Background: an optimization exercise with open tools, aiming at small area. Do not read the settings as production practice. Where RTL was checked, it was by simulation tests only, not by an equivalence proof against the original. Power figures rest on the tool's default switching activity, not on a simulated workload.

## mem_tester
module mem_tester
#(
  parameter DRAM_DATA_SIZE = 16,
  parameter DRAM_COL_SIZE = 9,
  parameter DRAM_ROW_SIZE = 13,
  parameter DRAM_TEST_ROWBNK = 7  
)
(
	input clk,
	input rst_n,
	output reg [31:0] passcount,
	output reg [31:0] failcount,
	input  [DRAM_DATA_SIZE-1:0] DRAM_DQ_I,
	output [DRAM_DATA_SIZE-1:0] DRAM_DQ_O,
	output DRAM_DQ_OE,
	output [DRAM_ROW_SIZE-1:0] DRAM_ADDR,
	output DRAM_LDQM,DRAM_UDQM,
	output DRAM_WE_N,
	output DRAM_CAS_N,
	output DRAM_RAS_N,
	output DRAM_CS_N,
	output DRAM_BA_0,
	output DRAM_BA_1
);
==> flow/config.mk <==
export PLATFORM = sky130hd
export DESIGN_NAME = mem_tester
export DESIGN_NICKNAME = mem_tester
export VERILOG_FILES = /design/flow/design.v
export SDC_FILE = /design/flow/constraint.sdc
export NUM_CORES = 4
export LEC_CHECK = 0
export CAP_MARGIN = 20
export CORE_MARGIN = 2
export CORE_UTILIZATION = 55
export CTS_BUF_LIST = sky130_fd_sc_hd__clkbuf_8
export CTS_CLUSTER_DIAMETER = 50
export CTS_CLUSTER_SIZE = 16
export PLACE_DENSITY = 0.75
export SLEW_MARGIN = 20
==> flow/constraint.sdc <==
create_clock -name core_clock -period 5.0 [get_ports {clk}]
set_input_delay 1.0000 -clock core_clock [delete_from_list [all_inputs] [get_ports {clk}]]
set_output_delay 1.0000 -clock core_clock [all_outputs]
set_load 0.01 [all_outputs]
standard.sh (not shown) runs the stock make flow with config.mk's settings and CLKGATE_MAP_FILE= SYNTH_SCRIPT=/design/flow/synth_recipe.tcl, a recipe that flattens the netlist after the stock synthesis.
==> flow/flow/run.sh <==
#!/bin/bash
# Own layout flow: the standard flow (standard.sh, unchanged synthesis) with
#  - port buffers of the smallest buffer cell instead of the default choice,
#  - clock tree built from clkbuf_8 clusters without dummy loads.
# The full output of the ORFS run is kept in standard.log; ORFS's per-step logs
# are under orfs/logs/.
set -euo pipefail
export BUFFER_PORTS_ARGS="-buffer_cell sky130_fd_sc_hd__buf_1"
export CTS_ARGS="-sink_clustering_enable -repair_clock_nets -sink_clustering_size 16 -sink_clustering_max_diameter 50 -buf_list sky130_fd_sc_hd__clkbuf_8 -dont_use_dummy_load"
bash standard.sh > standard.log 2>&1
Then changed:
==> flow/run.sh (new file) <==
#!/bin/bash
# synth_recipe.tcl (not shown) runs the flow's synth.tcl, then flattens the netlist and writes it again
# the make line also repeats each setting of config.mk as NAME=value (left out here)
make -C /OpenROAD-flow-scripts/flow DESIGN_CONFIG=/design/flow/config.mk WORK_HOME=/design/flow/orfs CLKGATE_MAP_FILE= SYNTH_SCRIPT=/design/flow/synth_recipe.tcl finish
removed: flow/flow/run.sh
removed: flow/standard.sh
Flip-flop and latch count stays the same. Worst setup slack improved by 0.026 ns. Count of clock-buffer cells in the layout rises by 5. Power grows by a few percent. Area after synthesis does not change. Design area grows by a few percent. Via count climbs slightly.
No functional check of the RTL was part of any run of this note.

========
Setup of job 1533:
mem_tester, a different RTL version from the one above (not shown whole).
Size: roughly 3200 cells after synthesis, about 49000 um2 of cells after synthesis.
export LEC_CHECK = 0
export CAP_MARGIN = 20
export CORE_MARGIN = 2
export CORE_UTILIZATION = 55
export CTS_BUF_LIST = sky130_fd_sc_hd__clkbuf_8
export CTS_CLUSTER_DIAMETER = 50
export CTS_CLUSTER_SIZE = 16
export PLACE_DENSITY = 0.75
export SLEW_MARGIN = 20
create_clock -name core_clock -period 5.0 [get_ports {clk}]
==> flow/flow/run.sh <==
#!/bin/bash
# Own layout flow: the standard flow (standard.sh, unchanged synthesis) with
#  - port buffers of the smallest buffer cell instead of the default choice,
#  - clock tree built from clkbuf_8 clusters without dummy loads.
# The full output of the ORFS run is kept in standard.log; ORFS's per-step logs
# are under orfs/logs/.
set -euo pipefail
export BUFFER_PORTS_ARGS="-buffer_cell sky130_fd_sc_hd__buf_1"
export CTS_ARGS="-sink_clustering_enable -repair_clock_nets -sink_clustering_size 19 -sink_clustering_max_diameter 60 -buf_list sky130_fd_sc_hd__clkbuf_8 -dont_use_dummy_load"
bash standard.sh > standard.log 2>&1
## Diff of input files: job 7182 against job 1533
- removing CTS_CLUSTER_SIZE (formerly 16)
- removing CTS_CLUSTER_DIAMETER (formerly 50)
- changing PLACE_DENSITY from 0.75 to 0.85
- removing CTS_BUF_LIST (formerly sky130_fd_sc_hd__clkbuf_8)
- changing CORE_UTILIZATION from 55 to 65
--- a/flow/flow/run.sh
+++ b/flow/flow/run.sh
@@ -8,3 +8,3 @@
 export BUFFER_PORTS_ARGS="-buffer_cell sky130_fd_sc_hd__buf_1"
-export CTS_ARGS="-sink_clustering_enable -repair_clock_nets -sink_clustering_size 19 -sink_clustering_max_diameter 60 -buf_list sky130_fd_sc_hd__clkbuf_8 -dont_use_dummy_load"
+export CTS_ARGS="-sink_clustering_enable -repair_clock_nets -sink_clustering_size 36 -sink_clustering_max_diameter 45 -buf_list sky130_fd_sc_hd__clkbuf_16 -dont_use_dummy_load"
 bash standard.sh > standard.log 2>&1
Results
Job 1533 → job 7182: routability-driven placement congestion ratio shows an increase of 0.022, worst hold slack saw an increase, synthesized cell count flat. Job 7182 vs job 1533, area growth from synthesis to final layout went up by 1.7 points. Lower die extent in y among job 7182 and job 1533: job 7182. Job 7182 ends up with higher maximum number of pins on one net before global-route repair than job 1533 does. Going from job 1533 to job 7182, count of antenna diodes in the layout fell 4; worst slew margin relative to its limit lost 3.3 points.
Input changes introduced in job 9644 (baseline for comparison: job 7182):
- CTS_CLUSTER_SIZE newly set to 16
- CTS_BUF_LIST newly set to sky130_fd_sc_hd__clkbuf_8
- CTS_CLUSTER_DIAMETER newly set to 50
- PLACE_DENSITY changed from 0.85 to 0.75
- CORE_UTILIZATION changed from 65 to 55
==> flow/flow/run.sh <==
#!/bin/bash
# Own layout flow: the standard flow (standard.sh, unchanged synthesis) with
#  - port buffers of the smallest buffer cell instead of the default choice,
#  - clock tree built from clkbuf_8 clusters of up to 19 flip-flops, without
#    dummy loads.
# The full output of the ORFS run is kept in standard.log; ORFS's per-step logs
# are under orfs/logs/.
set -euo pipefail
export BUFFER_PORTS_ARGS="-buffer_cell sky130_fd_sc_hd__buf_1"
export CTS_ARGS="-sink_clustering_enable -repair_clock_nets -sink_clustering_size 19 -sink_clustering_max_diameter 60 -buf_list sky130_fd_sc_hd__clkbuf_8 -dont_use_dummy_load"
bash standard.sh > standard.log 2>&1
### Flow results
- Between job 9644 and job 7182, the number of unique standard cell types used by synthesis figures differ only marginally.
- Wire length of the first global-routing pass, job 7182 and job 9644: larger value in job 7182
- In the reports for job 7182 and job 9644, the larger post-route minimum period belongs to job 7182.
- Fraction of synthesized area in multiplexers: job 9644 vs job 7182 identical
- Looking at floorplan die area across both flows, job 9644 is the weaker of the two, with job 7182 ahead.
- Comparing job 9644 against job 7182, there is no change at all in aggregate global routing overflow.
- Diff job 7182 -> job 9644 | switching part of the total | increase of 0.29 points
- [job 9644] final antenna diode count rose 4 relative to job 7182
- Lower leakage power of the design was reported by job 9644, not job 7182.

========
Another version of the RTL of mem_tester (not shown whole).
Size in the first run: roughly 2,000 flip-flops, roughly 120 I/O pins, roughly 0.048 mm^2 of cells after synthesis.
Design mem_tester, start of the top module:
module mem_tester
#(
  parameter DRAM_DATA_SIZE = 16,
  parameter DRAM_COL_SIZE = 9,
  parameter DRAM_ROW_SIZE = 13,
  parameter DRAM_TEST_ROWBNK = 7  
)
(
	input clk,
	input rst_n,
	output reg [31:0] passcount,
	output reg [31:0] failcount,
	input  [DRAM_DATA_SIZE-1:0] DRAM_DQ_I,
	output [DRAM_DATA_SIZE-1:0] DRAM_DQ_O,
	output DRAM_DQ_OE,
	output [DRAM_ROW_SIZE-1:0] DRAM_ADDR,
	output DRAM_LDQM,DRAM_UDQM,
	output DRAM_WE_N,
	output DRAM_CAS_N,
	output DRAM_RAS_N,
	output DRAM_CS_N,
	output DRAM_BA_0,
	output DRAM_BA_1
);
export LEC_CHECK = 0
export CAP_MARGIN = 20
export CORE_MARGIN = 2
export CORE_UTILIZATION = 70
export PLACE_DENSITY = 0.9
export SLEW_MARGIN = 20
create_clock -name core_clock -period 5.0 [get_ports {clk}]
==> flow/flow/run.sh <==
#!/bin/bash
# Own layout flow: the standard flow (standard.sh, unchanged synthesis) with
#  - port buffers of the smallest buffer cell instead of the default choice,
#  - clock tree built from clkbuf_8 clusters of up to 20 flip-flops, without
#    dummy loads.
# The full output of the ORFS run is kept in standard.log; ORFS's per-step logs
# are under orfs/logs/.
set -euo pipefail
export BUFFER_PORTS_ARGS="-buffer_cell sky130_fd_sc_hd__buf_1"
export CTS_ARGS="-sink_clustering_enable -repair_clock_nets -sink_clustering_size 20 -sink_clustering_max_diameter 60 -buf_list sky130_fd_sc_hd__clkbuf_8 -dont_use_dummy_load"
bash standard.sh > standard.log 2>&1
Change:
==> flow/flow/run.sh (replaced) <==
#!/bin/bash
# Own layout flow: the standard flow (standard.sh, unchanged synthesis) with
#  - port buffers of the smallest buffer cell instead of the default choice,
#  - clock tree built from clkbuf_8 clusters of up to 19 flip-flops, without
#    dummy loads.
# The full output of the ORFS run is kept in standard.log; ORFS's per-step logs
# are under orfs/logs/.
set -euo pipefail
export BUFFER_PORTS_ARGS="-buffer_cell sky130_fd_sc_hd__buf_1"
export CTS_ARGS="-sink_clustering_enable -repair_clock_nets -sink_clustering_size 19 -sink_clustering_max_diameter 60 -buf_list sky130_fd_sc_hd__clkbuf_8 -dont_use_dummy_load"
bash standard.sh > standard.log 2>&1
CORE_UTILIZATION = 55   (was 70)
CTS_BUF_LIST = sky130_fd_sc_hd__clkbuf_8   (was not set)
CTS_CLUSTER_DIAMETER = 50   (was not set)
CTS_CLUSTER_SIZE = 16   (was not set)
PLACE_DENSITY = 0.75   (was 0.9)
After rerunning: The changed run completed with no timing, DRC or antenna violations; die area grows by 27%; total power climbs by 1.4%; clock skew climbs by 0.019 ns; area after synthesis is unchanged; final cell count went up by 5.6%; fmax grows by 5.9%; setup slack is better by 0.25 ns.

port drivers added, routing unchanged:
The results above use ideal ports. As a check the final layouts listed here were re-extracted and re-timed, cells and wires unchanged.
Step 1 assumes that a clkbuf_16 drives the clock port and a buf_2 every other input.
Step 2 also shifts input and output timing later by t, the mid clock arrival at the registers, as if the neighbouring blocks saw the same clock.
Slacks: ideal ports / drivers / drivers and shift; pairs: ideal ports / drivers.
| run | t, ns | slack for setup (ns) | latest minus earliest clock arrival (ns) | worst data-port slew with drivers (ns) | cell pins on the clock port's net |
|---|---|---|---|---|---|
| the first run of note 1 | 0.853 | 0.330 / 0.330 / 0.330 | 0.110 / 0.109 | 0.12 | 1 |
| the second run of note 1 | 0.889 | 0.355 / 0.355 / 0.355 | 0.046 / 0.047 | 0.09 | 1 |
| job 1533 | 0.834 | 0.428 / 0.428 / 0.428 | 0.093 / 0.093 | 0.13 | 1 |
| job 7182 | 0.731 | 0.331 / 0.331 / 0.331 | 0.105 / 0.105 | 0.12 | 1 |
| job 9644 | 0.834 | 0.428 / 0.428 / 0.428 | 0.093 / 0.093 | 0.13 | 1 |
| the first run of note 3 | 0.806 | 0.394 / 0.394 / 0.394 | 0.081 / 0.081 | 0.14 | 1 |
| the second run of note 3 | 0.814 | 0.649 / 0.649 / 0.649 | 0.130 / 0.130 | 0.15 | 1 |
After both steps every run listed still meets setup and hold.
